From an optimization exercise on the open Yosys and OpenROAD flow, aimed at small area and a short achievable clock period; shortcuts taken in it are not production practice.
In this exercise RTL edits were held to simulation tests only and were not proved equivalent to the original.
Power is estimated from default activity; no workload was simulated.

--- flow/flow/run.sh ---
#!/bin/bash
# Own layout flow: the standard flow (standard.sh) with two changes:
#  - synthesis runs Yosys's synth without its generic "abc -fast" pass
#    (-noabc), so the full adders written in the RTL reach extract_fa as
#    written instead of being remapped first; everything else in
#    synth_recipe.tcl (flatten, renames, registers) is unchanged;
#  - port buffers use the buffer cell named in flow/ports.txt.
# Each tool's output is in the ORFS logs under orfs/logs; make's own output
# goes to flow.log here.
set -euo pipefail
here=$(pwd)
first=$(head -n 1 synth_recipe.tcl)
if [[ "$first" != 'proc synth {args} { yosys synth -nofsm -noshare {*}$args }' ]]; then
  echo "unexpected first line of synth_recipe.tcl: $first" >&2
  exit 1
fi
{ echo 'proc synth {args} { yosys synth -nofsm -noshare -noabc {*}$args }'; tail -n +2 synth_recipe.tcl; } > own_synth.tcl
buf=$(tr -d ' \n' < flow/ports.txt)
sed -e "s#SYNTH_SCRIPT=[^ ]*#SYNTH_SCRIPT=$here/own_synth.tcl 'BUFFER_PORTS_ARGS=-buffer_cell $buf'#" standard.sh > own_standard.sh
grep -q own_synth.tcl own_standard.sh
bash own_standard.sh > flow.log 2>&1
--- flow/standard.sh ---
#!/bin/bash
# synth_recipe.tcl (not shown) runs the flow's synth.tcl, then flattens the netlist and writes it again
# the make line also repeats each setting of config.mk as NAME=value (left out here)
make -C /OpenROAD-flow-scripts/flow DESIGN_CONFIG=/design/flow/config.mk WORK_HOME=/design/flow/orfs CLKGATE_MAP_FILE= SYNTH_SCRIPT=/design/flow/synth_recipe.tcl "${@:-finish}"
--- flow/constraint.sdc ---
create_clock -name core_clock -period 7.5 [get_ports {clk}]
set_input_delay 1.5000 -clock core_clock [delete_from_list [all_inputs] [get_ports {clk}]]
set_output_delay 1.5000 -clock core_clock [all_outputs]
set_load 0.01 [all_outputs]
--- flow/flow/ports.txt ---
sky130_fd_sc_hd__buf_1
--- flow/design.v ---
`timescale 1ns/1ps
module FloatingPoint_Multiplier_Complete (
    input wire         clk,
    input wire         rst,
    input  wire [15:0] a,
    input  wire [15:0] b,
    output reg  [15:0] result,
    output reg         overflow,
    output reg         underflow
);
    wire es_g0 = a[10] & b[10];
    wire es_p0 = a[10] ^ b[10];
    wire es_g1 = a[11] & b[11];
    wire es_p1 = a[11] ^ b[11];
    wire es_g2 = a[12] & b[12];
    wire es_p2 = a[12] ^ b[12];
    wire es_g3 = a[13] & b[13];
    wire es_p3 = a[13] ^ b[13];
    wire es_g4 = a[14] & b[14];
    wire es_p4 = a[14] ^ b[14];
    wire es_G0_1 = es_g1 | (es_p1 & es_g0);
    wire es_P0_1 = es_p1 & es_p0;
    wire es_G0_2 = es_g2 | (es_p2 & es_g1);
    wire es_P0_2 = es_p2 & es_p1;
    wire es_G0_3 = es_g3 | (es_p3 & es_g2);
    wire es_P0_3 = es_p3 & es_p2;
    wire es_G0_4 = es_g4 | (es_p4 & es_g3);
    wire es_P0_4 = es_p4 & es_p3;
    wire es_G1_2 = es_G0_2 | (es_P0_2 & es_g0);
    wire es_P1_2 = es_P0_2 & es_p0;
    wire es_G1_3 = es_G0_3 | (es_P0_3 & es_G0_1);
    wire es_P1_3 = es_P0_3 & es_P0_1;
    wire es_G1_4 = es_G0_4 | (es_P0_4 & es_G0_2);
    wire es_P1_4 = es_P0_4 & es_P0_2;
    wire es_G2_4 = es_G1_4 | (es_P1_4 & es_g0);
    wire es_P2_4 = es_P1_4 & es_p0;
    wire es_s1 = es_p1 ^ es_g0;
    wire es_s2 = es_p2 ^ es_G0_1;
    wire es_s3 = es_p3 ^ es_G1_2;
    wire es_s4 = es_p4 ^ es_G1_3;
    reg        r1_sign, r1_ha;
    reg  [5:0] r1_es;    
    reg  [9:0] r1_ma;
    reg        r1_hb;
    reg  [9:0] r1_mb;
    always @(posedge clk) begin
        r1_sign <= a[15] ^ b[15];
        r1_es   <= ((a[14:0] == 15'd0) | (b[14:0] == 15'd0)) ? 6'h3f : {es_G2_4, es_s4, es_s3, es_s2, es_s1, es_p0};
        r1_ha   <= a[14:10] != 5'd0;
        r1_ma   <= a[9:0];
        r1_hb   <= b[14:10] != 5'd0;
        r1_mb   <= b[9:0];
    end
    wire [10:0] mx = {r1_ha, r1_ma};
    wire [10:0] my = {r1_hb, r1_mb};
    wire pp0_0 = mx[0] & my[0], pp0_1 = mx[0] & my[1], pp0_2 = mx[0] & my[2], pp0_3 = mx[0] & my[3], pp0_4 = mx[0] & my[4], pp0_5 = mx[0] & my[5], pp0_6 = mx[0] & my[6], pp0_7 = mx[0] & my[7], pp0_8 = mx[0] & my[8], pp0_9 = mx[0] & my[9], pp0_10 = mx[0] & my[10];
    wire pp1_0 = mx[1] & my[0], pp1_1 = mx[1] & my[1], pp1_2 = mx[1] & my[2], pp1_3 = mx[1] & my[3], pp1_4 = mx[1] & my[4], pp1_5 = mx[1] & my[5], pp1_6 = mx[1] & my[6], pp1_7 = mx[1] & my[7], pp1_8 = mx[1] & my[8], pp1_9 = mx[1] & my[9], pp1_10 = mx[1] & my[10];
    wire pp2_0 = mx[2] & my[0], pp2_1 = mx[2] & my[1], pp2_2 = mx[2] & my[2], pp2_3 = mx[2] & my[3], pp2_4 = mx[2] & my[4], pp2_5 = mx[2] & my[5], pp2_6 = mx[2] & my[6], pp2_7 = mx[2] & my[7], pp2_8 = mx[2] & my[8], pp2_9 = mx[2] & my[9], pp2_10 = mx[2] & my[10];
    wire pp3_0 = mx[3] & my[0], pp3_1 = mx[3] & my[1], pp3_2 = mx[3] & my[2], pp3_3 = mx[3] & my[3], pp3_4 = mx[3] & my[4], pp3_5 = mx[3] & my[5], pp3_6 = mx[3] & my[6], pp3_7 = mx[3] & my[7], pp3_8 = mx[3] & my[8], pp3_9 = mx[3] & my[9], pp3_10 = mx[3] & my[10];
    wire pp4_0 = mx[4] & my[0], pp4_1 = mx[4] & my[1], pp4_2 = mx[4] & my[2], pp4_3 = mx[4] & my[3], pp4_4 = mx[4] & my[4], pp4_5 = mx[4] & my[5], pp4_6 = mx[4] & my[6], pp4_7 = mx[4] & my[7], pp4_8 = mx[4] & my[8], pp4_9 = mx[4] & my[9], pp4_10 = mx[4] & my[10];
    wire pp5_0 = mx[5] & my[0], pp5_1 = mx[5] & my[1], pp5_2 = mx[5] & my[2], pp5_3 = mx[5] & my[3], pp5_4 = mx[5] & my[4], pp5_5 = mx[5] & my[5], pp5_6 = mx[5] & my[6], pp5_7 = mx[5] & my[7], pp5_8 = mx[5] & my[8], pp5_9 = mx[5] & my[9], pp5_10 = mx[5] & my[10];
    wire pp6_0 = mx[6] & my[0], pp6_1 = mx[6] & my[1], pp6_2 = mx[6] & my[2], pp6_3 = mx[6] & my[3], pp6_4 = mx[6] & my[4], pp6_5 = mx[6] & my[5], pp6_6 = mx[6] & my[6], pp6_7 = mx[6] & my[7], pp6_8 = mx[6] & my[8], pp6_9 = mx[6] & my[9], pp6_10 = mx[6] & my[10];
    wire pp7_0 = mx[7] & my[0], pp7_1 = mx[7] & my[1], pp7_2 = mx[7] & my[2], pp7_3 = mx[7] & my[3], pp7_4 = mx[7] & my[4], pp7_5 = mx[7] & my[5], pp7_6 = mx[7] & my[6], pp7_7 = mx[7] & my[7], pp7_8 = mx[7] & my[8], pp7_9 = mx[7] & my[9], pp7_10 = mx[7] & my[10];
    wire pp8_0 = mx[8] & my[0], pp8_1 = mx[8] & my[1], pp8_2 = mx[8] & my[2], pp8_3 = mx[8] & my[3], pp8_4 = mx[8] & my[4], pp8_5 = mx[8] & my[5], pp8_6 = mx[8] & my[6], pp8_7 = mx[8] & my[7], pp8_8 = mx[8] & my[8], pp8_9 = mx[8] & my[9], pp8_10 = mx[8] & my[10];
    wire pp9_0 = mx[9] & my[0], pp9_1 = mx[9] & my[1], pp9_2 = mx[9] & my[2], pp9_3 = mx[9] & my[3], pp9_4 = mx[9] & my[4], pp9_5 = mx[9] & my[5], pp9_6 = mx[9] & my[6], pp9_7 = mx[9] & my[7], pp9_8 = mx[9] & my[8], pp9_9 = mx[9] & my[9], pp9_10 = mx[9] & my[10];
    wire pp10_0 = mx[10] & my[0], pp10_1 = mx[10] & my[1], pp10_2 = mx[10] & my[2], pp10_3 = mx[10] & my[3], pp10_4 = mx[10] & my[4], pp10_5 = mx[10] & my[5], pp10_6 = mx[10] & my[6], pp10_7 = mx[10] & my[7], pp10_8 = mx[10] & my[8], pp10_9 = mx[10] & my[9], pp10_10 = mx[10] & my[10];
    wire hs0 = pp0_9 ^ pp1_8;
    wire hc0 = pp0_9 & pp1_8;
    wire fs0 = pp0_10 ^ pp10_0 ^ pp1_9;
    wire fc0 = (pp0_10 & pp10_0) | (pp0_10 & pp1_9) | (pp10_0 & pp1_9);
    wire hs1 = pp2_8 ^ pp3_7;
    wire hc1 = pp2_8 & pp3_7;
    wire fs1 = pp10_1 ^ pp1_10 ^ pp2_9;
    wire fc1 = (pp10_1 & pp1_10) | (pp10_1 & pp2_9) | (pp1_10 & pp2_9);
    wire hs2 = pp3_8 ^ pp4_7;
    wire hc2 = pp3_8 & pp4_7;
    wire fs2 = pp10_2 ^ pp2_10 ^ pp3_9;
    wire fc2 = (pp10_2 & pp2_10) | (pp10_2 & pp3_9) | (pp2_10 & pp3_9);
    wire hs3 = pp0_6 ^ pp1_5;
    wire hc3 = pp0_6 & pp1_5;
    wire fs3 = pp0_7 ^ pp1_6 ^ pp2_5;
    wire fc3 = (pp0_7 & pp1_6) | (pp0_7 & pp2_5) | (pp1_6 & pp2_5);
    wire hs4 = pp3_4 ^ pp4_3;
    wire hc4 = pp3_4 & pp4_3;
    wire fs4 = pp0_8 ^ pp1_7 ^ pp2_6;
    wire fc4 = (pp0_8 & pp1_7) | (pp0_8 & pp2_6) | (pp1_7 & pp2_6);
    wire fs5 = pp3_5 ^ pp4_4 ^ pp5_3;
    wire fc5 = (pp3_5 & pp4_4) | (pp3_5 & pp5_3) | (pp4_4 & pp5_3);
    wire hs5 = pp6_2 ^ pp7_1;
    wire hc5 = pp6_2 & pp7_1;
    wire fs6 = pp2_7 ^ pp3_6 ^ pp4_5;
    wire fc6 = (pp2_7 & pp3_6) | (pp2_7 & pp4_5) | (pp3_6 & pp4_5);
    wire fs7 = pp5_4 ^ pp6_3 ^ pp7_2;
    wire fc7 = (pp5_4 & pp6_3) | (pp5_4 & pp7_2) | (pp6_3 & pp7_2);
    wire fs8 = pp8_1 ^ pp9_0 ^ hs0;
    wire fc8 = (pp8_1 & pp9_0) | (pp8_1 & hs0) | (pp9_0 & hs0);
    wire fs9 = pp4_6 ^ pp5_5 ^ pp6_4;
    wire fc9 = (pp4_6 & pp5_5) | (pp4_6 & pp6_4) | (pp5_5 & pp6_4);
    wire fs10 = pp7_3 ^ pp8_2 ^ pp9_1;
    wire fc10 = (pp7_3 & pp8_2) | (pp7_3 & pp9_1) | (pp8_2 & pp9_1);
    wire fs11 = hc0 ^ hs1 ^ fs0;
    wire fc11 = (hc0 & hs1) | (hc0 & fs0) | (hs1 & fs0);
    wire fs12 = pp5_6 ^ pp6_5 ^ pp7_4;
    wire fc12 = (pp5_6 & pp6_5) | (pp5_6 & pp7_4) | (pp6_5 & pp7_4);
    wire fs13 = pp8_3 ^ pp9_2 ^ hc1;
    wire fc13 = (pp8_3 & pp9_2) | (pp8_3 & hc1) | (pp9_2 & hc1);
    wire fs14 = hs2 ^ fc0 ^ fs1;
    wire fc14 = (hs2 & fc0) | (hs2 & fs1) | (fc0 & fs1);
    wire fs15 = pp4_8 ^ pp5_7 ^ pp6_6;
    wire fc15 = (pp4_8 & pp5_7) | (pp4_8 & pp6_6) | (pp5_7 & pp6_6);
    wire fs16 = pp7_5 ^ pp8_4 ^ pp9_3;
    wire fc16 = (pp7_5 & pp8_4) | (pp7_5 & pp9_3) | (pp8_4 & pp9_3);
    wire fs17 = hc2 ^ fc1 ^ fs2;
    wire fc17 = (hc2 & fc1) | (hc2 & fs2) | (fc1 & fs2);
    wire fs18 = pp10_3 ^ pp3_10 ^ pp4_9;
    wire fc18 = (pp10_3 & pp3_10) | (pp10_3 & pp4_9) | (pp3_10 & pp4_9);
    wire fs19 = pp5_8 ^ pp6_7 ^ pp7_6;
    wire fc19 = (pp5_8 & pp6_7) | (pp5_8 & pp7_6) | (pp6_7 & pp7_6);
    wire fs20 = pp8_5 ^ pp9_4 ^ fc2;
    wire fc20 = (pp8_5 & pp9_4) | (pp8_5 & fc2) | (pp9_4 & fc2);
    wire fs21 = pp10_4 ^ pp4_10 ^ pp5_9;
    wire fc21 = (pp10_4 & pp4_10) | (pp10_4 & pp5_9) | (pp4_10 & pp5_9);
    wire fs22 = pp6_8 ^ pp7_7 ^ pp8_6;
    wire fc22 = (pp6_8 & pp7_7) | (pp6_8 & pp8_6) | (pp7_7 & pp8_6);
    wire fs23 = pp10_5 ^ pp5_10 ^ pp6_9;
    wire fc23 = (pp10_5 & pp5_10) | (pp10_5 & pp6_9) | (pp5_10 & pp6_9);
    wire hs6 = pp0_4 ^ pp1_3;
    wire hc6 = pp0_4 & pp1_3;
    wire fs24 = pp0_5 ^ pp1_4 ^ pp2_3;
    wire fc24 = (pp0_5 & pp1_4) | (pp0_5 & pp2_3) | (pp1_4 & pp2_3);
    wire hs7 = pp3_2 ^ pp4_1;
    wire hc7 = pp3_2 & pp4_1;
    wire fs25 = pp2_4 ^ pp3_3 ^ pp4_2;
    wire fc25 = (pp2_4 & pp3_3) | (pp2_4 & pp4_2) | (pp3_3 & pp4_2);
    wire fs26 = pp5_1 ^ pp6_0 ^ hs3;
    wire fc26 = (pp5_1 & pp6_0) | (pp5_1 & hs3) | (pp6_0 & hs3);
    wire fs27 = pp5_2 ^ pp6_1 ^ pp7_0;
    wire fc27 = (pp5_2 & pp6_1) | (pp5_2 & pp7_0) | (pp6_1 & pp7_0);
    wire fs28 = hc3 ^ hs4 ^ fs3;
    wire fc28 = (hc3 & hs4) | (hc3 & fs3) | (hs4 & fs3);
    wire fs29 = pp8_0 ^ hc4 ^ hs5;
    wire fc29 = (pp8_0 & hc4) | (pp8_0 & hs5) | (hc4 & hs5);
    wire fs30 = fc3 ^ fs4 ^ fs5;
    wire fc30 = (fc3 & fs4) | (fc3 & fs5) | (fs4 & fs5);
    wire fs31 = hc5 ^ fc4 ^ fc5;
    wire fc31 = (hc5 & fc4) | (hc5 & fc5) | (fc4 & fc5);
    wire fs32 = fs6 ^ fs7 ^ fs8;
    wire fc32 = (fs6 & fs7) | (fs6 & fs8) | (fs7 & fs8);
    wire fs33 = fc6 ^ fc7 ^ fs10;
    wire fc33 = (fc6 & fc7) | (fc6 & fs10) | (fc7 & fs10);
    wire fs34 = fs9 ^ fc8 ^ fs11;
    wire fc34 = (fs9 & fc8) | (fs9 & fs11) | (fc8 & fs11);
    wire fs35 = fc10 ^ fc9 ^ fs12;
    wire fc35 = (fc10 & fc9) | (fc10 & fs12) | (fc9 & fs12);
    wire fs36 = fs13 ^ fc11 ^ fs14;
    wire fc36 = (fs13 & fc11) | (fs13 & fs14) | (fc11 & fs14);
    wire fs37 = fc12 ^ fs15 ^ fs16;
    wire fc37 = (fc12 & fs15) | (fc12 & fs16) | (fs15 & fs16);
    wire fs38 = fc13 ^ fc14 ^ fs17;
    wire fc38 = (fc13 & fc14) | (fc13 & fs17) | (fc14 & fs17);
    wire fs39 = fc15 ^ fc16 ^ fs18;
    wire fc39 = (fc15 & fc16) | (fc15 & fs18) | (fc16 & fs18);
    wire fs40 = fs19 ^ fc17 ^ fs20;
    wire fc40 = (fs19 & fc17) | (fs19 & fs20) | (fc17 & fs20);
    wire fs41 = pp9_5 ^ fc18 ^ fc19;
    wire fc41 = (pp9_5 & fc18) | (pp9_5 & fc19) | (fc18 & fc19);
    wire fs42 = fs21 ^ fs22 ^ fc20;
    wire fc42 = (fs21 & fs22) | (fs21 & fc20) | (fs22 & fc20);
    wire fs43 = pp7_8 ^ pp8_7 ^ pp9_6;
    wire fc43 = (pp7_8 & pp8_7) | (pp7_8 & pp9_6) | (pp8_7 & pp9_6);
    wire fs44 = fc21 ^ fc22 ^ fs23;
    wire fc44 = (fc21 & fc22) | (fc21 & fs23) | (fc22 & fs23);
    wire fs45 = pp10_6 ^ pp6_10 ^ pp7_9;
    wire fc45 = (pp10_6 & pp6_10) | (pp10_6 & pp7_9) | (pp6_10 & pp7_9);
    wire fs46 = pp8_8 ^ pp9_7 ^ fc23;
    wire fc46 = (pp8_8 & pp9_7) | (pp8_8 & fc23) | (pp9_7 & fc23);
    wire fs47 = pp10_7 ^ pp7_10 ^ pp8_9;
    wire fc47 = (pp10_7 & pp7_10) | (pp10_7 & pp8_9) | (pp7_10 & pp8_9);
    wire hs8 = pp0_3 ^ pp1_2;
    wire hc8 = pp0_3 & pp1_2;
    wire fs48 = pp2_2 ^ pp3_1 ^ pp4_0;
    wire fc48 = (pp2_2 & pp3_1) | (pp2_2 & pp4_0) | (pp3_1 & pp4_0);
    wire fs49 = pp5_0 ^ hc6 ^ hs7;
    wire fc49 = (pp5_0 & hc6) | (pp5_0 & hs7) | (hc6 & hs7);
    wire fs50 = hc7 ^ fc24 ^ fs25;
    wire fc50 = (hc7 & fc24) | (hc7 & fs25) | (fc24 & fs25);
    wire fs51 = fc25 ^ fs27 ^ fc26;
    wire fc51 = (fc25 & fs27) | (fc25 & fc26) | (fs27 & fc26);
    wire fs52 = fc27 ^ fs29 ^ fc28;
    wire fc52 = (fc27 & fs29) | (fc27 & fc28) | (fs29 & fc28);
    wire fs53 = fc29 ^ fc30 ^ fs31;
    wire fc53 = (fc29 & fc30) | (fc29 & fs31) | (fc30 & fs31);
    wire fs54 = fc31 ^ fs33 ^ fc32;
    wire fc54 = (fc31 & fs33) | (fc31 & fc32) | (fs33 & fc32);
    wire fs55 = fc33 ^ fs35 ^ fc34;
    wire fc55 = (fc33 & fs35) | (fc33 & fc34) | (fs35 & fc34);
    wire fs56 = fc35 ^ fs37 ^ fc36;
    wire fc56 = (fc35 & fs37) | (fc35 & fc36) | (fs37 & fc36);
    wire fs57 = fc37 ^ fs39 ^ fc38;
    wire fc57 = (fc37 & fs39) | (fc37 & fc38) | (fs39 & fc38);
    wire fs58 = fc39 ^ fs41 ^ fc40;
    wire fc58 = (fc39 & fs41) | (fc39 & fc40) | (fs41 & fc40);
    wire fs59 = fs43 ^ fc41 ^ fs44;
    wire fc59 = (fs43 & fc41) | (fs43 & fs44) | (fc41 & fs44);
    wire fs60 = fc43 ^ fs45 ^ fc44;
    wire fc60 = (fc43 & fs45) | (fc43 & fc44) | (fs45 & fc44);
    wire fs61 = pp9_8 ^ fc45 ^ fs47;
    wire fc61 = (pp9_8 & fc45) | (pp9_8 & fs47) | (fc45 & fs47);
    wire fs62 = pp10_8 ^ pp8_10 ^ pp9_9;
    wire fc62 = (pp10_8 & pp8_10) | (pp10_8 & pp9_9) | (pp8_10 & pp9_9);
    wire hs9 = pp0_2 ^ pp1_1;
    wire hc9 = pp0_2 & pp1_1;
    wire fs63 = pp2_1 ^ pp3_0 ^ hs8;
    wire fc63 = (pp2_1 & pp3_0) | (pp2_1 & hs8) | (pp3_0 & hs8);
    wire fs64 = hc8 ^ hs6 ^ fs48;
    wire fc64 = (hc8 & hs6) | (hc8 & fs48) | (hs6 & fs48);
    wire fs65 = fc48 ^ fs24 ^ fs49;
    wire fc65 = (fc48 & fs24) | (fc48 & fs49) | (fs24 & fs49);
    wire fs66 = fc49 ^ fs26 ^ fs50;
    wire fc66 = (fc49 & fs26) | (fc49 & fs50) | (fs26 & fs50);
    wire fs67 = fc50 ^ fs28 ^ fs51;
    wire fc67 = (fc50 & fs28) | (fc50 & fs51) | (fs28 & fs51);
    wire fs68 = fs30 ^ fc51 ^ fs52;
    wire fc68 = (fs30 & fc51) | (fs30 & fs52) | (fc51 & fs52);
    wire fs69 = fc52 ^ fs32 ^ fs53;
    wire fc69 = (fc52 & fs32) | (fc52 & fs53) | (fs32 & fs53);
    wire fs70 = fc53 ^ fs34 ^ fs54;
    wire fc70 = (fc53 & fs34) | (fc53 & fs54) | (fs34 & fs54);
    wire fs71 = fs36 ^ fc54 ^ fs55;
    wire fc71 = (fs36 & fc54) | (fs36 & fs55) | (fc54 & fs55);
    wire fs72 = fs38 ^ fc55 ^ fs56;
    wire fc72 = (fs38 & fc55) | (fs38 & fs56) | (fc55 & fs56);
    wire fs73 = fs40 ^ fc56 ^ fs57;
    wire fc73 = (fs40 & fc56) | (fs40 & fs57) | (fc56 & fs57);
    wire fs74 = fs42 ^ fc57 ^ fs58;
    wire fc74 = (fs42 & fc57) | (fs42 & fs58) | (fc57 & fs58);
    wire fs75 = fc42 ^ fs59 ^ fc58;
    wire fc75 = (fc42 & fs59) | (fc42 & fc58) | (fs59 & fc58);
    wire fs76 = fs46 ^ fc59 ^ fs60;
    wire fc76 = (fs46 & fc59) | (fs46 & fs60) | (fc59 & fs60);
    wire fs77 = fc46 ^ fs61 ^ fc60;
    wire fc77 = (fc46 & fs61) | (fc46 & fc60) | (fs61 & fc60);
    wire fs78 = fc47 ^ fs62 ^ fc61;
    wire fc78 = (fc47 & fs62) | (fc47 & fc61) | (fs62 & fc61);
    wire fs79 = pp10_9 ^ pp9_10 ^ fc62;
    wire fc79 = (pp10_9 & pp9_10) | (pp10_9 & fc62) | (pp9_10 & fc62);
    wire lo_g1 = pp0_1 & pp1_0;
    wire lo_p1 = pp0_1 ^ pp1_0;
    wire lo_g2 = pp2_0 & hs9;
    wire lo_p2 = pp2_0 ^ hs9;
    wire lo_g3 = hc9 & fs63;
    wire lo_p3 = hc9 ^ fs63;
    wire lo_g4 = fc63 & fs64;
    wire lo_p4 = fc63 ^ fs64;
    wire lo_g5 = fc64 & fs65;
    wire lo_p5 = fc64 ^ fs65;
    wire lo_g6 = fc65 & fs66;
    wire lo_p6 = fc65 ^ fs66;
    wire lo_g7 = fc66 & fs67;
    wire lo_p7 = fc66 ^ fs67;
    wire lo_G0_1 = lo_g1;
    wire lo_P0_1 = lo_p1 & pp0_0;
    wire lo_G0_2 = lo_g2 | (lo_p2 & lo_g1);
    wire lo_P0_2 = lo_p2 & lo_p1;
    wire lo_G0_3 = lo_g3 | (lo_p3 & lo_g2);
    wire lo_P0_3 = lo_p3 & lo_p2;
    wire lo_G0_4 = lo_g4 | (lo_p4 & lo_g3);
    wire lo_P0_4 = lo_p4 & lo_p3;
    wire lo_G0_5 = lo_g5 | (lo_p5 & lo_g4);
    wire lo_P0_5 = lo_p5 & lo_p4;
    wire lo_G0_6 = lo_g6 | (lo_p6 & lo_g5);
    wire lo_P0_6 = lo_p6 & lo_p5;
    wire lo_G0_7 = lo_g7 | (lo_p7 & lo_g6);
    wire lo_P0_7 = lo_p7 & lo_p6;
    wire lo_G1_2 = lo_G0_2;
    wire lo_P1_2 = lo_P0_2 & pp0_0;
    wire lo_G1_3 = lo_G0_3 | (lo_P0_3 & lo_G0_1);
    wire lo_P1_3 = lo_P0_3 & lo_P0_1;
    wire lo_G1_4 = lo_G0_4 | (lo_P0_4 & lo_G0_2);
    wire lo_P1_4 = lo_P0_4 & lo_P0_2;
    wire lo_G1_5 = lo_G0_5 | (lo_P0_5 & lo_G0_3);
    wire lo_P1_5 = lo_P0_5 & lo_P0_3;
    wire lo_G1_6 = lo_G0_6 | (lo_P0_6 & lo_G0_4);
    wire lo_P1_6 = lo_P0_6 & lo_P0_4;
    wire lo_G1_7 = lo_G0_7 | (lo_P0_7 & lo_G0_5);
    wire lo_P1_7 = lo_P0_7 & lo_P0_5;
    wire lo_G2_4 = lo_G1_4;
    wire lo_P2_4 = lo_P1_4 & pp0_0;
    wire lo_G2_5 = lo_G1_5 | (lo_P1_5 & lo_G0_1);
    wire lo_P2_5 = lo_P1_5 & lo_P0_1;
    wire lo_G2_6 = lo_G1_6 | (lo_P1_6 & lo_G1_2);
    wire lo_P2_6 = lo_P1_6 & lo_P1_2;
    wire lo_G2_7 = lo_G1_7 | (lo_P1_7 & lo_G1_3);
    wire lo_P2_7 = lo_P1_7 & lo_P1_3;
    wire lo_s2 = lo_p2 ^ lo_G0_1;
    wire lo_s3 = lo_p3 ^ lo_G1_2;
    wire lo_s4 = lo_p4 ^ lo_G1_3;
    wire lo_s5 = lo_p5 ^ lo_G2_4;
    wire lo_s6 = lo_p6 ^ lo_G2_5;
    wire lo_s7 = lo_p7 ^ lo_G2_6;
    wire [7:0] nlo = {lo_s7, lo_s6, lo_s5, lo_s4, lo_s3, lo_s2, lo_p1, pp0_0};
    wire zq0 = ~pp0_0;
    wire zq1 = ~((pp0_1 ^ pp1_0) ^ pp0_0);
    wire zq2 = ~((pp2_0 ^ hs9) ^ (pp0_1 | pp1_0));
    wire zq3 = ~((hc9 ^ fs63) ^ (pp2_0 | hs9));
    wire zq4 = ~((fc63 ^ fs64) ^ (hc9 | fs63));
    wire zq5 = ~((fc64 ^ fs65) ^ (fc63 | fs64));
    wire zq6 = ~((fc65 ^ fs66) ^ (fc64 | fs65));
    wire zq7 = ~((fc66 ^ fs67) ^ (fc65 | fs66));
    wire zq8 = ~((fc67 ^ fs68) ^ (fc66 | fs67));
    wire zq9 = ~((fc68 ^ fs69) ^ (fc67 | fs68));
    wire zr1 = ~((pp0_1 ^ pp1_0) ^ 1'b0);
    wire z08 = zq0 & zq1 & zq2 & zq3 & zq4 & zq5 & zq6 & zq7 & zq8;    
    wire z19 = zr1 & zq2 & zq3 & zq4 & zq5 & zq6 & zq7 & zq8 & zq9;    
    reg [20:8] r2_a;
    reg [20:8] r2_b;
    reg        r2_cin;
    reg        r2_z0;
    reg        r2_z1;
    reg        r2_sign;
    reg  [5:0] r2_es;
    always @(posedge clk) begin
        r2_cin <= lo_G2_7;
        r2_z0 <= z08;
        r2_z1 <= z19;
        r2_a[8] <= fc67;
        r2_b[8] <= fs68;
        r2_a[9] <= fc68;
        r2_b[9] <= fs69;
        r2_a[10] <= fc69;
        r2_b[10] <= fs70;
        r2_a[11] <= fc70;
        r2_b[11] <= fs71;
        r2_a[12] <= fc71;
        r2_b[12] <= fs72;
        r2_a[13] <= fc72;
        r2_b[13] <= fs73;
        r2_a[14] <= fs74;
        r2_b[14] <= fc73;
        r2_a[15] <= fc74;
        r2_b[15] <= fs75;
        r2_a[16] <= fs76;
        r2_b[16] <= fc75;
        r2_a[17] <= fc76;
        r2_b[17] <= fs77;
        r2_a[18] <= fs78;
        r2_b[18] <= fc77;
        r2_a[19] <= fs79;
        r2_b[19] <= fc78;
        r2_a[20] <= pp10_10;
        r2_b[20] <= fc79;
        r2_sign <= r1_sign;
        r2_es <= r1_es;
    end
    wire hi_g0 = r2_a[8] & r2_b[8];
    wire hi_p0 = r2_a[8] ^ r2_b[8];
    wire hi_g1 = r2_a[9] & r2_b[9];
    wire hi_p1 = r2_a[9] ^ r2_b[9];
    wire hi_g2 = r2_a[10] & r2_b[10];
    wire hi_p2 = r2_a[10] ^ r2_b[10];
    wire hi_g3 = r2_a[11] & r2_b[11];
    wire hi_p3 = r2_a[11] ^ r2_b[11];
    wire hi_g4 = r2_a[12] & r2_b[12];
    wire hi_p4 = r2_a[12] ^ r2_b[12];
    wire hi_g5 = r2_a[13] & r2_b[13];
    wire hi_p5 = r2_a[13] ^ r2_b[13];
    wire hi_g6 = r2_a[14] & r2_b[14];
    wire hi_p6 = r2_a[14] ^ r2_b[14];
    wire hi_g7 = r2_a[15] & r2_b[15];
    wire hi_p7 = r2_a[15] ^ r2_b[15];
    wire hi_g8 = r2_a[16] & r2_b[16];
    wire hi_p8 = r2_a[16] ^ r2_b[16];
    wire hi_g9 = r2_a[17] & r2_b[17];
    wire hi_p9 = r2_a[17] ^ r2_b[17];
    wire hi_g10 = r2_a[18] & r2_b[18];
    wire hi_p10 = r2_a[18] ^ r2_b[18];
    wire hi_g11 = r2_a[19] & r2_b[19];
    wire hi_p11 = r2_a[19] ^ r2_b[19];
    wire hi_g12 = r2_a[20] & r2_b[20];
    wire hi_p12 = r2_a[20] ^ r2_b[20];
    wire hi_G0_1 = hi_g1 | (hi_p1 & hi_g0);
    wire hi_P0_1 = hi_p1 & hi_p0;
    wire hi_G0_2 = hi_g2 | (hi_p2 & hi_g1);
    wire hi_P0_2 = hi_p2 & hi_p1;
    wire hi_G0_3 = hi_g3 | (hi_p3 & hi_g2);
    wire hi_P0_3 = hi_p3 & hi_p2;
    wire hi_G0_4 = hi_g4 | (hi_p4 & hi_g3);
    wire hi_P0_4 = hi_p4 & hi_p3;
    wire hi_G0_5 = hi_g5 | (hi_p5 & hi_g4);
    wire hi_P0_5 = hi_p5 & hi_p4;
    wire hi_G0_6 = hi_g6 | (hi_p6 & hi_g5);
    wire hi_P0_6 = hi_p6 & hi_p5;
    wire hi_G0_7 = hi_g7 | (hi_p7 & hi_g6);
    wire hi_P0_7 = hi_p7 & hi_p6;
    wire hi_G0_8 = hi_g8 | (hi_p8 & hi_g7);
    wire hi_P0_8 = hi_p8 & hi_p7;
    wire hi_G0_9 = hi_g9 | (hi_p9 & hi_g8);
    wire hi_P0_9 = hi_p9 & hi_p8;
    wire hi_G0_10 = hi_g10 | (hi_p10 & hi_g9);
    wire hi_P0_10 = hi_p10 & hi_p9;
    wire hi_G0_11 = hi_g11 | (hi_p11 & hi_g10);
    wire hi_P0_11 = hi_p11 & hi_p10;
    wire hi_G0_12 = hi_g12 | (hi_p12 & hi_g11);
    wire hi_P0_12 = hi_p12 & hi_p11;
    wire hi_G1_2 = hi_G0_2 | (hi_P0_2 & hi_g0);
    wire hi_P1_2 = hi_P0_2 & hi_p0;
    wire hi_G1_3 = hi_G0_3 | (hi_P0_3 & hi_G0_1);
    wire hi_P1_3 = hi_P0_3 & hi_P0_1;
    wire hi_G1_4 = hi_G0_4 | (hi_P0_4 & hi_G0_2);
    wire hi_P1_4 = hi_P0_4 & hi_P0_2;
    wire hi_G1_5 = hi_G0_5 | (hi_P0_5 & hi_G0_3);
    wire hi_P1_5 = hi_P0_5 & hi_P0_3;
    wire hi_G1_6 = hi_G0_6 | (hi_P0_6 & hi_G0_4);
    wire hi_P1_6 = hi_P0_6 & hi_P0_4;
    wire hi_G1_7 = hi_G0_7 | (hi_P0_7 & hi_G0_5);
    wire hi_P1_7 = hi_P0_7 & hi_P0_5;
    wire hi_G1_8 = hi_G0_8 | (hi_P0_8 & hi_G0_6);
    wire hi_P1_8 = hi_P0_8 & hi_P0_6;
    wire hi_G1_9 = hi_G0_9 | (hi_P0_9 & hi_G0_7);
    wire hi_P1_9 = hi_P0_9 & hi_P0_7;
    wire hi_G1_10 = hi_G0_10 | (hi_P0_10 & hi_G0_8);
    wire hi_P1_10 = hi_P0_10 & hi_P0_8;
    wire hi_G1_11 = hi_G0_11 | (hi_P0_11 & hi_G0_9);
    wire hi_P1_11 = hi_P0_11 & hi_P0_9;
    wire hi_G1_12 = hi_G0_12 | (hi_P0_12 & hi_G0_10);
    wire hi_P1_12 = hi_P0_12 & hi_P0_10;
    wire hi_G2_4 = hi_G1_4 | (hi_P1_4 & hi_g0);
    wire hi_P2_4 = hi_P1_4 & hi_p0;
    wire hi_G2_5 = hi_G1_5 | (hi_P1_5 & hi_G0_1);
    wire hi_P2_5 = hi_P1_5 & hi_P0_1;
    wire hi_G2_6 = hi_G1_6 | (hi_P1_6 & hi_G1_2);
    wire hi_P2_6 = hi_P1_6 & hi_P1_2;
    wire hi_G2_7 = hi_G1_7 | (hi_P1_7 & hi_G1_3);
    wire hi_P2_7 = hi_P1_7 & hi_P1_3;
    wire hi_G2_8 = hi_G1_8 | (hi_P1_8 & hi_G1_4);
    wire hi_P2_8 = hi_P1_8 & hi_P1_4;
    wire hi_G2_9 = hi_G1_9 | (hi_P1_9 & hi_G1_5);
    wire hi_P2_9 = hi_P1_9 & hi_P1_5;
    wire hi_G2_10 = hi_G1_10 | (hi_P1_10 & hi_G1_6);
    wire hi_P2_10 = hi_P1_10 & hi_P1_6;
    wire hi_G2_11 = hi_G1_11 | (hi_P1_11 & hi_G1_7);
    wire hi_P2_11 = hi_P1_11 & hi_P1_7;
    wire hi_G2_12 = hi_G1_12 | (hi_P1_12 & hi_G1_8);
    wire hi_P2_12 = hi_P1_12 & hi_P1_8;
    wire hi_G3_8 = hi_G2_8 | (hi_P2_8 & hi_g0);
    wire hi_P3_8 = hi_P2_8 & hi_p0;
    wire hi_G3_9 = hi_G2_9 | (hi_P2_9 & hi_G0_1);
    wire hi_P3_9 = hi_P2_9 & hi_P0_1;
    wire hi_G3_10 = hi_G2_10 | (hi_P2_10 & hi_G1_2);
    wire hi_P3_10 = hi_P2_10 & hi_P1_2;
    wire hi_G3_11 = hi_G2_11 | (hi_P2_11 & hi_G1_3);
    wire hi_P3_11 = hi_P2_11 & hi_P1_3;
    wire hi_G3_12 = hi_G2_12 | (hi_P2_12 & hi_G2_4);
    wire hi_P3_12 = hi_P2_12 & hi_P2_4;
    wire hi_s0 = hi_p0 ^ r2_cin;
    wire hi_C1 = hi_g0 | (hi_p0 & r2_cin);
    wire hi_s1 = hi_p1 ^ hi_C1;
    wire hi_C2 = hi_G0_1 | (hi_P0_1 & r2_cin);
    wire hi_s2 = hi_p2 ^ hi_C2;
    wire hi_C3 = hi_G1_2 | (hi_P1_2 & r2_cin);
    wire hi_s3 = hi_p3 ^ hi_C3;
    wire hi_C4 = hi_G1_3 | (hi_P1_3 & r2_cin);
    wire hi_s4 = hi_p4 ^ hi_C4;
    wire hi_C5 = hi_G2_4 | (hi_P2_4 & r2_cin);
    wire hi_s5 = hi_p5 ^ hi_C5;
    wire hi_C6 = hi_G2_5 | (hi_P2_5 & r2_cin);
    wire hi_s6 = hi_p6 ^ hi_C6;
    wire hi_C7 = hi_G2_6 | (hi_P2_6 & r2_cin);
    wire hi_s7 = hi_p7 ^ hi_C7;
    wire hi_C8 = hi_G2_7 | (hi_P2_7 & r2_cin);
    wire hi_s8 = hi_p8 ^ hi_C8;
    wire hi_C9 = hi_G3_8 | (hi_P3_8 & r2_cin);
    wire hi_s9 = hi_p9 ^ hi_C9;
    wire hi_C10 = hi_G3_9 | (hi_P3_9 & r2_cin);
    wire hi_s10 = hi_p10 ^ hi_C10;
    wire hi_C11 = hi_G3_10 | (hi_P3_10 & r2_cin);
    wire hi_s11 = hi_p11 ^ hi_C11;
    wire hi_C12 = hi_G3_11 | (hi_P3_11 & r2_cin);
    wire hi_s12 = hi_p12 ^ hi_C12;
    wire hi_C13 = hi_G3_12 | (hi_P3_12 & r2_cin);
    wire tie0 = hi_s1 & r2_z0;
    wire tie1 = hi_s2 & r2_z1;
    wire r0_a0_1 = hi_s2 & hi_s1;
    wire r0_a0_2 = hi_s3 & hi_s2;
    wire r0_a0_3 = hi_s4 & hi_s3;
    wire r0_a0_4 = hi_s5 & hi_s4;
    wire r0_a0_5 = hi_s6 & hi_s5;
    wire r0_a0_6 = hi_s7 & hi_s6;
    wire r0_a0_7 = hi_s8 & hi_s7;
    wire r0_a0_8 = hi_s9 & hi_s8;
    wire r0_a0_9 = hi_s10 & hi_s9;
    wire r0_a0_10 = hi_s11 & hi_s10;
    wire r0_a0_11 = hi_s12 & hi_s11;
    wire r0_a1_2 = r0_a0_2 & hi_s1;
    wire r0_a1_3 = r0_a0_3 & r0_a0_1;
    wire r0_a1_4 = r0_a0_4 & r0_a0_2;
    wire r0_a1_5 = r0_a0_5 & r0_a0_3;
    wire r0_a1_6 = r0_a0_6 & r0_a0_4;
    wire r0_a1_7 = r0_a0_7 & r0_a0_5;
    wire r0_a1_8 = r0_a0_8 & r0_a0_6;
    wire r0_a1_9 = r0_a0_9 & r0_a0_7;
    wire r0_a1_10 = r0_a0_10 & r0_a0_8;
    wire r0_a1_11 = r0_a0_11 & r0_a0_9;
    wire r0_a2_4 = r0_a1_4 & hi_s1;
    wire r0_a2_5 = r0_a1_5 & r0_a0_1;
    wire r0_a2_6 = r0_a1_6 & r0_a1_2;
    wire r0_a2_7 = r0_a1_7 & r0_a1_3;
    wire r0_a2_8 = r0_a1_8 & r0_a1_4;
    wire r0_a2_9 = r0_a1_9 & r0_a1_5;
    wire r0_a2_10 = r0_a1_10 & r0_a1_6;
    wire r0_a2_11 = r0_a1_11 & r0_a1_7;
    wire r0_a3_8 = r0_a2_8 & hi_s1;
    wire r0_a3_9 = r0_a2_9 & r0_a0_1;
    wire r0_a3_10 = r0_a2_10 & r0_a1_2;
    wire r0_a3_11 = r0_a2_11 & r0_a1_3;
    wire r0_0 = hi_s2 ^ hi_s1;
    wire r0_1 = hi_s3 ^ r0_a0_1;
    wire r0_2 = hi_s4 ^ r0_a1_2;
    wire r0_3 = hi_s5 ^ r0_a1_3;
    wire r0_4 = hi_s6 ^ r0_a2_4;
    wire r0_5 = hi_s7 ^ r0_a2_5;
    wire r0_6 = hi_s8 ^ r0_a2_6;
    wire r0_7 = hi_s9 ^ r0_a2_7;
    wire r0_8 = hi_s10 ^ r0_a3_8;
    wire r0_9 = hi_s11 ^ r0_a3_9;
    wire r0_10 = hi_s12 ^ r0_a3_10;
    wire r0_top = hi_C13 | r0_a3_11;    
    wire r1_a0_1 = hi_s3 & hi_s2;
    wire r1_a0_2 = hi_s4 & hi_s3;
    wire r1_a0_3 = hi_s5 & hi_s4;
    wire r1_a0_4 = hi_s6 & hi_s5;
    wire r1_a0_5 = hi_s7 & hi_s6;
    wire r1_a0_6 = hi_s8 & hi_s7;
    wire r1_a0_7 = hi_s9 & hi_s8;
    wire r1_a0_8 = hi_s10 & hi_s9;
    wire r1_a0_9 = hi_s11 & hi_s10;
    wire r1_a0_10 = hi_s12 & hi_s11;
    wire r1_a1_2 = r1_a0_2 & hi_s2;
    wire r1_a1_3 = r1_a0_3 & r1_a0_1;
    wire r1_a1_4 = r1_a0_4 & r1_a0_2;
    wire r1_a1_5 = r1_a0_5 & r1_a0_3;
    wire r1_a1_6 = r1_a0_6 & r1_a0_4;
    wire r1_a1_7 = r1_a0_7 & r1_a0_5;
    wire r1_a1_8 = r1_a0_8 & r1_a0_6;
    wire r1_a1_9 = r1_a0_9 & r1_a0_7;
    wire r1_a1_10 = r1_a0_10 & r1_a0_8;
    wire r1_a2_4 = r1_a1_4 & hi_s2;
    wire r1_a2_5 = r1_a1_5 & r1_a0_1;
    wire r1_a2_6 = r1_a1_6 & r1_a1_2;
    wire r1_a2_7 = r1_a1_7 & r1_a1_3;
    wire r1_a2_8 = r1_a1_8 & r1_a1_4;
    wire r1_a2_9 = r1_a1_9 & r1_a1_5;
    wire r1_a2_10 = r1_a1_10 & r1_a1_6;
    wire r1_a3_8 = r1_a2_8 & hi_s2;
    wire r1_a3_9 = r1_a2_9 & r1_a0_1;
    wire r1_a3_10 = r1_a2_10 & r1_a1_2;
    wire r1_0 = hi_s3 ^ hi_s2;
    wire r1_1 = hi_s4 ^ r1_a0_1;
    wire r1_2 = hi_s5 ^ r1_a1_2;
    wire r1_3 = hi_s6 ^ r1_a1_3;
    wire r1_4 = hi_s7 ^ r1_a2_4;
    wire r1_5 = hi_s8 ^ r1_a2_5;
    wire r1_6 = hi_s9 ^ r1_a2_6;
    wire r1_7 = hi_s10 ^ r1_a2_7;
    wire r1_8 = hi_s11 ^ r1_a3_8;
    wire r1_9 = hi_s12 ^ r1_a3_9;
    wire [9:0] mant0 = {r0_9, r0_8, r0_7, r0_6, r0_5, r0_4, r0_3, r0_2, r0_1, r0_0} & ~{9'd0, tie0};
    wire [9:0] mant1 = {r1_9, r1_8, r1_7, r1_6, r1_5, r1_4, r1_3, r1_2, r1_1, r1_0} & ~{9'd0, tie1};
    wire [9:0] mant  = r0_top ? mant1 : mant0;
    wire       r2_zero = &r2_es;
    wire       ovf0 = r2_es >= 6'd46;
    wire       ovf1 = r2_es >= 6'd45;
    wire       unf0 = r2_es <= 6'd15;
    wire       unf1 = r2_es <= 6'd14;
    wire [4:0] ef0  = r2_es[4:0] + 5'd17;
    wire [4:0] ef1  = r2_es[4:0] + 5'd18;
    wire       ovf  = r0_top ? ovf1 : ovf0;
    wire       unf  = r0_top ? unf1 : unf0;
    wire [4:0] ef   = r0_top ? ef1 : ef0;
    reg        r3_nz, r3_ovf, r3_unf;    
    reg [15:0] r3_val;
    always @(posedge clk or posedge rst) begin
        if (rst) begin
            r3_nz  <= 1'b0;
            r3_ovf <= 1'b0;
            r3_unf <= 1'b0;
            r3_val <= 16'd0;
        end else begin
            r3_nz  <= ~r2_zero & ~ovf & ~unf;
            r3_ovf <= ~r2_zero & ovf;
            r3_unf <= ~r2_zero & ~ovf & unf;
            r3_val <= {r2_sign, ef, mant};
        end
    end
    always @(*) begin
        result    = r3_nz ? r3_val : (r3_ovf ? 16'h7F80 : 16'd0);
        overflow  = r3_ovf;
        underflow = r3_unf;
    end
endmodule
--- flow/config.mk ---
export PLATFORM = sky130hd
export DESIGN_NAME = FloatingPoint_Multiplier_Complete
export DESIGN_NICKNAME = FloatingPoint_Multiplier_Complete
export VERILOG_FILES = /design/flow/design.v
export SDC_FILE = /design/flow/constraint.sdc
export NUM_CORES = 4
export LEC_CHECK = 0
export ABC_CLOCK_PERIOD_IN_PS = 2500
export CAP_MARGIN = 20
export CORE_MARGIN = 2
export CORE_UTILIZATION = 40
export SETUP_SLACK_MARGIN = 0
export SLEW_MARGIN = 20
==> notes.md, run 1 <==
status=timing/DRC/antenna clean; post-CTS resize count=0; max layer used=met4; Hold WC Path Type=flop to flop; GRT overflow=0; M1 WL=6090 um; largest net degree at the start of global routing=20; FF+latch count, synth=84; PD cells=368.9 nW/um^2; Post-synth top flop=dfxtp_1; Core Rows=46; syn_area_per_cell=10.51 um^2; RSZ-0062 raised after global routing=false; share of cells above drive strength 1=5.706%; DIE AREA=17,520 um^2; antenna-violating nets left=0; final hold violation count=0; leading cell type in the layout, fill and taps excluded=and2_1; r2r endpoint=r2_z1; Met2 Wirelength=6353 um; headroom to the max-slew limit=43.90%; Worst R2R Start=r1_mb[6]; fillers=1,551; Die Ht=132.3 um; slowest CP cell=fa_1; Initial Util=41.18%; Reg clk slew, reported paths=0.06 ns; CTS Buf Count=9; most frequent cells in the layout=and2_1, fa_1, dfxtp_1; TritonRoute pass-1 iters=4; post-synth cell types=65; Hold Slack=0.3264 ns; CP most frequent cell=fa_1; Area growth syn-to-layout=9.894%; Core ar.=16,000 um^2; Leakage Power=3.156 nW; Worst R2R Path Depth=11; met3 routed WL=545 um; critical path capture point type=flop; sequential area share after synthesis=26.97%; Post-synth EDFFs=0; critical path type=flop to flop; initial drt markers=167; Worst Tran Pin Value=0.8370 ns; clock sink count=84; Ys Warns=1; CTS max path bufs=2; instance count of the mapped netlist=627; IO Count=52; Max Clock Skew=0.006323 ns; count of nets after finishing=827; Routability Congestion=0.8818; dpl hpwl=10,590 um; Max stage delay on crit path=0.52 ns; Worst-Skew Late Latency=0.34 ns; antenna violations before repair=0; Async S/R FF share, synth=22.62%; post-synth design cell area=6589 um^2; GRT Total Usage=16.41%; Final Max Slew Viols=0; vias=4,353; final setup violation count=0; hold path start=r1_es[2]; VDD IR-drop max=0.1724 mV; Antenna Cells=0; Clk Tree Root Cell=clkbuf_16; WL/cell=14.91 um; die width=132.3 um; worst-path fanout max=11; H-tree levels=3; drt via density=4.935; crit path DAT=3.74 ns; vias in the first global route=4,696; Final Instance Count excl. Fillers=882; Total Power=0.002671 W; r2r setup slk=4.02 ns; Hold EP=r2_es[2]; setup repair bufs after CTS=0; Worst Path Buf+Inv=1; IO Port Bufs=51; number of remaining DRC errors=0; hold path cells=0; CTS Hold Bufs=0; Fmax achieved=287.7 MHz; worst-path cell chain=and2_1 -> ha_1 -> fa_1 -> fa_1 -> fa_1 -> inv_1 -> ha_1 -> xnor2_1 -> nor4_1 -> nand4_1 -> nor3_1; part of the cycle the worst path needs=46.35%; Max-Cap Viols=0; final wirelength=13,150 um; first-pass GRT wire length=23,120 um; setup TNS=0 ns; Top delay family on crit path=adder cells; Synth Net Count=793; Worst EP required=7.76 ns; CTS tree=yes; Final min period=3.476 ns; DP Cell Count=866; Worst Setup Start Kind=flop
[worst max-delay path by stage]
stage	endpoint	start	slack [ns]	depth (start not counted)
after global routing	r2_z1	r1_ma[0]	3.66	11
after floorplan	r2_z1	r1_ma[0]	4.21	12
after CTS	r2_z1	r1_mb[7]	4.01	10
final	r2_z1	r1_mb[6]	4.02	11
after global placement	r2_z1	r1_mb[7]	4.11	10
after detailed placement	r2_z1	r1_mb[7]	4.02	10
[layer usage]
layer  track usage [%]  up-vias
li1                  -     2113
met1             21.01     2124
met2             27.61      104
met3             3.652       12
met4             5.376        0
met5                 0        -
[kinds of logic after synthesis]
logic type / count (synthesis) / synth area share (%)
and+or+nand+nor: 237 / 20.96
adders and majority gates: 132 / 34.30
DFF: 84 / 26.97
AOI/OAI and AO/OA: 77 / 8.754
buffers and inverters: 57 / 3.589
xor gates and xnor gates: 35 / 4.652
muxes: 5 / 0.7786
[layout make-up]
class / instances / area [um^2] / share of cell area, %
multi-input combinational: 486 / 4576 / 63.19
clock buffer: 13 / 291.5 / 4.026
timing repair buffer: 51 / 191.4 / 2.644
inverter: 29 / 108.9 / 1.503
sequential: 84 / 1777 / 24.54
tap: 216 / 270.3 / 3.733
clock inverter: 3 / 26.28 / 0.3629
[where the power goes]
part           internal, W  leakage [nW]  total (W)  switching [W]
clock             0.000273         0.157   0.000448       0.000175
sequential        0.000584         0.769   0.000649      0.0000650
combinational     0.000682          2.23    0.00157       0.000892
total              0.00154          3.16    0.00267        0.00113
[Yosys cell counts, drive strengths merged (3+ instances only)]
master | instances | area (um^2)
a211o | 3 | 35.04
a211oi | 6 | 55.05
a21o | 6 | 45.04
a21oi | 18 | 116.4
and2 | 126 | 788.3
buf | 4 | 37.53
clkbuf | 24 | 90.09
dfrtp | 19 | 475.5
dfxtp | 65 | 1301
fa | 81 | 1622
ha | 51 | 638.1
inv | 29 | 108.9
mux2i | 4 | 40.04
nand2 | 44 | 165.2
nand2b | 7 | 43.79
nand3 | 5 | 25.02
nand3b | 3 | 26.27
nor2 | 19 | 73.82
nor2b | 5 | 31.28
nor3 | 7 | 51.30
nor4 | 8 | 71.32
o211ai | 3 | 27.52
o21a | 6 | 52.55
o21ai | 18 | 90.09
xnor2 | 23 | 201.4
xor2 | 12 | 105.1
[through the flow]
step	util, %	area (um^2)	setup WS, ns
detailed placement	43.27	6923	4.021
CTS	45.25	7241	4.009
global placement	43.27	6923	4.110
finish	45.25	7241	4.024
floorplan	-	6589	4.215
global route	45.25	7241	3.658
[worst register-to-register path, cell delays in order, from the launching register on]
cell and delay [ns]:
dfxtp_1 0.51, and2_1 0.18, ha_1 0.24, fa_1 0.39
fa_1 0.49, fa_1 0.52, inv_1 0.05, ha_1 0.29
xnor2_1 0.13, nor4_1 0.25, nand4_1 0.15, nor3_1 0.20
[flip-flops by register name (all words and copies together), names as in the netlist]
| register | flops |
|---|---|
| r3_nz | 1 |
| r3_unf | 1 |
| r1_ha | 1 |
| r2_cin | 1 |
| r1_ma | 10 |
| r2_es | 6 |
| r1_sign | 1 |
| r2_sign | 1 |
| r1_hb | 1 |
| r2_a | 13 |
| r3_val | 16 |
| r2_b | 13 |
| r2_z1 | 1 |
| r1_es | 6 |
| r3_ovf | 1 |
| r2_z0 | 1 |
| r1_mb | 10 |
==> run 2: changes to the inputs <==
--- a/flow/config.mk
+++ b/flow/config.mk
@@ -9,5 +9,5 @@
 export CAP_MARGIN = 20
 export CORE_MARGIN = 2
 export CORE_UTILIZATION = 40
-export SETUP_SLACK_MARGIN = 0
+export SETUP_SLACK_MARGIN = 5.0
 export SLEW_MARGIN = 20
==> run 2 against run 1 <==
  * Still clean on timing, DRC and antenna
  * Fmax rose by 10%
  * Utilization grew 9.8 points
  * Clock skew about the same
  * Non-clock buffer count grew 70
  * Critical path type unchanged
  * Critical endpoint unchanged
  * Largest cell class unchanged
  * Highest routed layer unchanged
==> notes.md, run 2 <==
status=timing/DRC/antenna clean; initial drt markers=231; post-route cell area=8816 um^2; largest net degree at the start of global routing=20; number of remaining DRC errors=0; IO Port Bufs=51; WL/cell=16.32 um; die width=132.3 um; Worst Path Buf+Inv=1; top flop regs=r3_val (16), r2_a (13), r2_b (13); GRT overflow=0; DP Cell Count=866; H-tree levels=3; Synth top area share=24.61%; count of nets after finishing=897; setup TNS=0 ns; CP most frequent cell=fa_1; post-synth design cell area=6589 um^2; slowest CP cell=fa_1; critical path type=flop to flop; antenna-violating nets left=0; Core ar.=16,000 um^2; fillers=1,365; Hold WC Path Type=flop to flop; vias=4,733; share of cells above drive strength 1=39.54%; part of the cycle the worst path needs=42.08%; syn_area_per_cell=10.51 um^2; IO Count=52; critical path capture point type=flop; crit path DAT=3.44 ns; CTS max path bufs=2; VDD IR-drop max=0.2246 mV; RSZ-0062 raised after global routing=true; DIE AREA=17,520 um^2; vias in the first global route=5,060; ranking of synthesized cells by area=fa_1, dfxtp_1, and2_1; Largest register FFs=16; CTS Hold Bufs=0; Worst EP required=7.78 ns; Core Rows=46; FF+latch count, synth=84; TritonRoute pass-1 iters=5; Post-synth top flop=dfxtp_1; drt via density=4.972; Final Max Slew Viols=0; sequential area share after synthesis=26.97%; Worst-Skew Late Latency=0.35 ns; Max Clock Skew=0.006003 ns; post-synth cell types=65; dpl hpwl=10,930 um; Reg clk slew, reported paths=0.07 ns; Max stage delay on crit path=0.53 ns; GRT Total Usage=18.17%; final wirelength=15,540 um; headroom to the max-slew limit=56.87%; PD cells=400.0 nW/um^2; worst-path fanout max=2; Top delay family on crit path=adder cells; final hold violation count=0; top post-synthesis cells by count=and2_1, fa_1, dfxtp_1; clock sink count=84; Leakage Power=3.736 nW; Final Instance Count excl. Fillers=952; Cell Area, Placed=7114 um^2; Initial Util=41.18%; Max-Cap Viols=0; Area growth syn-to-layout=33.80%; Antenna Cells=0; Final min period=3.156 ns; antenna violations before repair=0; first-pass GRT wire length=25,160 um; Async S/R FF share, synth=22.62%; Worst Tran Pin Value=0.6414 ns; most frequent cell after synthesis=and2_1; Ys Warns=1; leading cell type in the layout, fill and taps excluded=and2_1; Routability Congestion=0.8741; CTS tree=yes; Post-synth EDFFs=0; instance count of the mapped netlist=627; most area-hungry cell type in the Yosys netlist=fa_1; Worst Setup Start Kind=flop; Clk Tree Root Cell=clkbuf_16; most frequent cells in the layout=and2_1, fa_1, buf_4; Fmax achieved=316.8 MHz; final setup violation count=0; Synth Net Count=793; fin util=55.10%; Die Ht=132.3 um; Largest Register=r3_val; CTS Buf Count=9; worst-path cell chain=and2_4 -> fa_1 -> fa_2 -> fa_1 -> fa_1 -> inv_2 -> ha_4 -> xor2_1 -> nand4_1 -> nor3_2
[run 2: changes by cell type in the layout (fill, tap and decap cells not counted), moves of 13 or more]
cell,delta
buf_1,-18
ha_1,-16
buf_6,+33
nand2_1,-13
and2_4,+28
ha_4,+13
dfxtp_1,-28
fa_1,-36
buf_4,+44
dfxtp_4,+19
fa_2,+36
and2_1,-28
[run 2: final cells by class]
cell class	instances	area, um^2	area share (%)
Tap cell	216	270.3	3.066
Inverter	29	108.9	1.235
Sequential cell	84	1861	21.10
Clock buffer	9	225.2	2.555
Timing Repair Buffer	121	963.4	10.93
Multi-Input combinational cell	486	5296	60.08
Clock inverter	7	91.34	1.036
[run 2: cell families (layout without fill, tap and decap cells)]
group | after synthesis | after routing | synth area share (%)
compound gates | 77 | 77 | 8.754
xor+xnor | 35 | 35 | 4.652
simple gates | 237 | 237 | 20.96
fa+ha+maj | 132 | 132 | 34.30
flops | 84 | 84 | 26.97
buf+inv | 57 | 166 | 3.589
mux | 5 | 5 | 0.7786
[run 2: worst paths after layout]
| path | cells past startpoint | to | slack, ns | from |
|---|---|---|---|---|
| min in group asynchronous | 2 | r3_val[12] | 1.21 | rst |
| max in group asynchronous | 2 | r3_nz | 5.84 | rst |
| max reg2reg | 10 | r2_z1 | 4.34 | r1_mb[7] |
| min reg2reg | 0 | r2_es[1] | 0.33 | r1_es[1] |
| max | 10 | r2_z1 | 4.34 | r1_mb[7] |
| min | 0 | r2_es[1] | 0.33 | r1_es[1] |
[run 2: power by group]
group	internal (W)	leakage (nW)	switching, W	total, W
clock network	0.000266	0.151	0.000197	0.000463
registers	0.000586	0.775	0.0000776	0.000663
logic	0.00119	2.81	0.00121	0.00240
[run 2: metal layers]
metal | global-route usage [%] | vias to the layer above | wire length, um
li1 | - | 2258 | -
met1 | 22.73 | 2367 | 6903
met2 | 31.95 | 92 | 8043
met3 | 3.691 | 16 | 400
met4 | 4.958 | 0 | 191
met5 | 0 | - | 0
[run 2: per-stage QoR]
step / worst slack [ns] / hold slack [ns] / power, W
2_1_floorplan: 4.360 / 0.3096 / 0.002034
3_3_place_gp: 4.223 / 0.3155 / 0.002314
3_5_place_dp: 4.087 / 0.3128 / 0.002358
4_1_cts: 4.344 / 0.3286 / 0.003262
5_1_grt: 4.183 / 0.3358 / 0.003789
6_report: 4.344 / 0.3266 / 0.003526
[run 2: timing repair]
action | 4_1_cts | 5_1_grt
endpoints found under the hold margin | 0 | 0
buffers inserted | 51 | 17
gates cloned | 2 | 0
setup endpoints to repair | 57 | 62
resized for setup | 144 | 93
pin swaps | 42 | 47
==> run 3: changes to the inputs <==
--- a/flow/config.mk
+++ b/flow/config.mk
@@ -9,5 +9,5 @@
 export CAP_MARGIN = 20
 export CORE_MARGIN = 2
 export CORE_UTILIZATION = 40
-export SETUP_SLACK_MARGIN = 5.0
+export SETUP_SLACK_MARGIN = 4.0
 export SLEW_MARGIN = 20
==> run 3 against run 2 <==
  * Still clean
  * Clock power is 3% lower
  * Utilization down 9.6 points
  * Synthesized cell count is the same
  * Worst setup slack worse by 0.21 ns
  * Largest power group unchanged
==> notes.md, run 3 <==
status=timing/DRC/antenna clean; multi-input logic area=4596 um^2; DIE AREA=17,520 um^2; antenna violations before repair=0; top post-synthesis cells by count=and2_1, fa_1, dfxtp_1; share of cells above drive strength 1=7.196%; Worst Tran Pin Value=0.6683 ns; die width=132.3 um; number of remaining DRC errors=0; Synth top area share=24.61%; Clk pwr share=16.7%; Worst R2R Start=r1_mb[3]; crit path DAT=3.64 ns; Fmax achieved=296.9 MHz; worst-path cell chain=and2_1 -> fa_1 -> fa_1 -> fa_1 -> inv_1 -> ha_1 -> xnor2_1 -> nor4_2 -> nand4_1 -> nor3_2; most frequent cell after synthesis=and2_1; vias=4,353; hold path start=r1_es[2]; Area growth syn-to-layout=10.43%; WL/cell=14.94 um; largest net degree at the start of global routing=20; VDD IR-drop max=0.1745 mV; Ys Warns=1; post-synth design cell area=6589 um^2; final worst setup slack=4.132 ns; Largest Register=r3_val; Die Ht=132.3 um; H-tree levels=3; CTS max path bufs=2; CP startpoint=r1_mb[3]; Top delay family on crit path=adder cells; TritonRoute pass-1 iters=4; syn_area_per_cell=10.51 um^2; first-pass GRT wire length=23,120 um; CTS tree=yes; Async S/R FF share, synth=22.62%; Logic pwr share=59.1%; most frequent cells in the layout=and2_1, fa_1, dfxtp_1; IO Port Bufs=51; critical path type=flop to flop; Worst-Skew Late Latency=0.34 ns; final hold violation count=0; Core Rows=46; Post-synth EDFFs=0; GRT Total Usage=16.41%; sequential power share=24.2%; Worst Path Buf+Inv=1; Leakage Power=3.163 nW; drt via density=4.930; CTS Hold Bufs=0; dpl hpwl=10,590 um; ranking of synthesized cells by area=fa_1, dfxtp_1, and2_1; leading cell type in the layout, fill and taps excluded=and2_1; post-route cell area=7276 um^2; RSZ-0062 raised after global routing=true; Cell Area, Placed=6923 um^2; Initial Util=41.18%; Core ar.=16,000 um^2; clock sink count=84; CTS Buf Count=9; post-synth cell types=65; IO Count=52; Sw Share=42.47%; count of nets after finishing=828; Worst EP required=7.77 ns; vias in the first global route=4,696; Max Clock Skew=0.006487 ns; Clk Tree Root Cell=clkbuf_16; Synth Net Count=793; Max stage delay on crit path=0.60 ns; Final Max Slew Viols=0; Routability Congestion=0.8818; instance count of the mapped netlist=627; initial drt markers=157; sequential area share after synthesis=26.97%; Largest register FFs=16; PD cells=368.8 nW/um^2; final setup violation count=0; CP most frequent cell=fa_1; FF/Latch Area=1784 um^2; top flop regs=r3_val (16), r2_a (13), r2_b (13); Worst Setup Start Kind=flop; Post-synth top flop=dfxtp_1; part of the cycle the worst path needs=44.90%; worst slack at placement=4.021 ns; Antenna Cells=0; FF+latch count, synth=84; Final min period=3.368 ns; headroom to the max-slew limit=55.40%; slowest CP cell=dfxtp_1; final wirelength=13,190 um; Hold WC Path Type=flop to flop; worst-path fanout max=11; P_sw=0.001140 W; antenna-violating nets left=0; Max-Cap Viols=0; setup TNS=0 ns; GRT overflow=0; most area-hungry cell type in the Yosys netlist=fa_1; fillers=1,547; critical path capture point type=flop; internal power=0.001544 W; Reg clk slew, reported paths=0.06 ns
-- run 3: cell counts after synthesis --
Identical to the previous run, type by type.
-- run 3: final timing paths --
| check | cells past startpoint | end | slack (ns) |
|---|---|---|---|
| max in group asynchronous | 2 | r3_val[5] | 5.85 |
| worst max-delay path | 10 | r2_z1 | 4.13 |
| worst max register to register | 10 | r2_z1 | 4.13 |
| worst min register to register | 0 | r2_es[2] | 0.33 |
| min in group asynchronous | 2 | r3_val[0] | 1.23 |
| worst min-delay path | 0 | r2_es[2] | 0.33 |
-- run 3: cells by family (layout without fill, tap and decap cells) --
| group | count (synthesis) | in the layout | synth area share, % |
|---|---|---|---|
| flip-flops | 84 | 84 | 26.97 |
| AO/OA/AOI/OAI | 77 | 77 | 8.754 |
| multiplexers | 5 | 5 | 0.7786 |
| adder cells (fa/ha/maj) | 132 | 132 | 34.30 |
| XOR/XNOR | 35 | 35 | 4.652 |
| AND/OR/NAND/NOR | 237 | 237 | 20.96 |
| buffers and inverters | 57 | 97 | 3.589 |
-- run 3: repair_timing --
action                     CTS  global route
buffers inserted             0             1
setup endpoints to repair    0             9
resized for setup            0            10
-- run 3: metal layers --
| metal | GRT usage, % | vias up | share of wire (%) |
|---|---|---|---|
| met5 | 0 | - | 0 |
| met2 | 27.61 | 97 | 48 |
| li1 | - | 2112 | - |
| met3 | 3.652 | 12 | 3.8 |
| met1 | 21.01 | 2132 | 47 |
| met4 | 5.376 | 0 | 1.2 |
-- run 3: layout make-up --
class	count	share of cell area, %
timing repair buffer	52	2.734
clock buffer	13	4.007
sequential	84	24.52
multi-input combinational	486	63.16
tap	216	3.715
clock inverter	3	0.3611
inverter	29	1.496
-- run 3: power groups by stage --
stage                     registers, W  clock network [W]  logic, W
after global placement        0.000656                  0   0.00156
final                         0.000650           0.000449   0.00158
after CTS                     0.000652           0.000463   0.00159
after global routing          0.000668           0.000478   0.00181
after detailed placement      0.000661                  0   0.00158
after floorplan               0.000626                  0   0.00129
-- run 3: through the flow --
stage	power (W)	hold slack [ns]	instances	util, %
2_1_floorplan	0.001919	0.3096	627	-
3_3_place_gp	0.002214	0.3147	866	43.27
3_5_place_dp	0.002242	0.3121	866	43.27
4_1_cts	0.002703	0.3264	882	45.25
5_1_grt	0.002955	0.3280	883	45.47
6_report	0.002684	0.3264	883	45.47

[separate check: timing with driven ports]
Ports are ideal in the flow. The routed layouts listed here were re-timed in OpenROAD.
Step 1 (the two cells are an assumption about what drives the block):
set clk [get_ports {clk}]
set_driving_cell -lib_cell sky130_fd_sc_hd__clkbuf_16 $clk
set_driving_cell -lib_cell sky130_fd_sc_hd__buf_2 [delete_from_list [all_inputs] $clk]
Step 2 moves the port delays by t, midway between the first and last clock arrival at a register: inputs arrive t later, outputs are due t later. That takes back most of the time a late clock gives input paths.
Slacks: ideal / step 1 / step 2; pairs: ideal / step 1.
run | t (ns) | slack for setup (ns) | worst register clock-pin slew, ns
run 1 | 0.381 | 4.024 / 4.024 / 4.024 | 0.06 / 0.06
run 2 | 0.389 | 4.344 / 4.344 / 4.344 | 0.07 / 0.07
run 3 | 0.383 | 4.132 / 4.132 / 4.132 | 0.06 / 0.06
After both steps setup and hold are still met in every run listed.
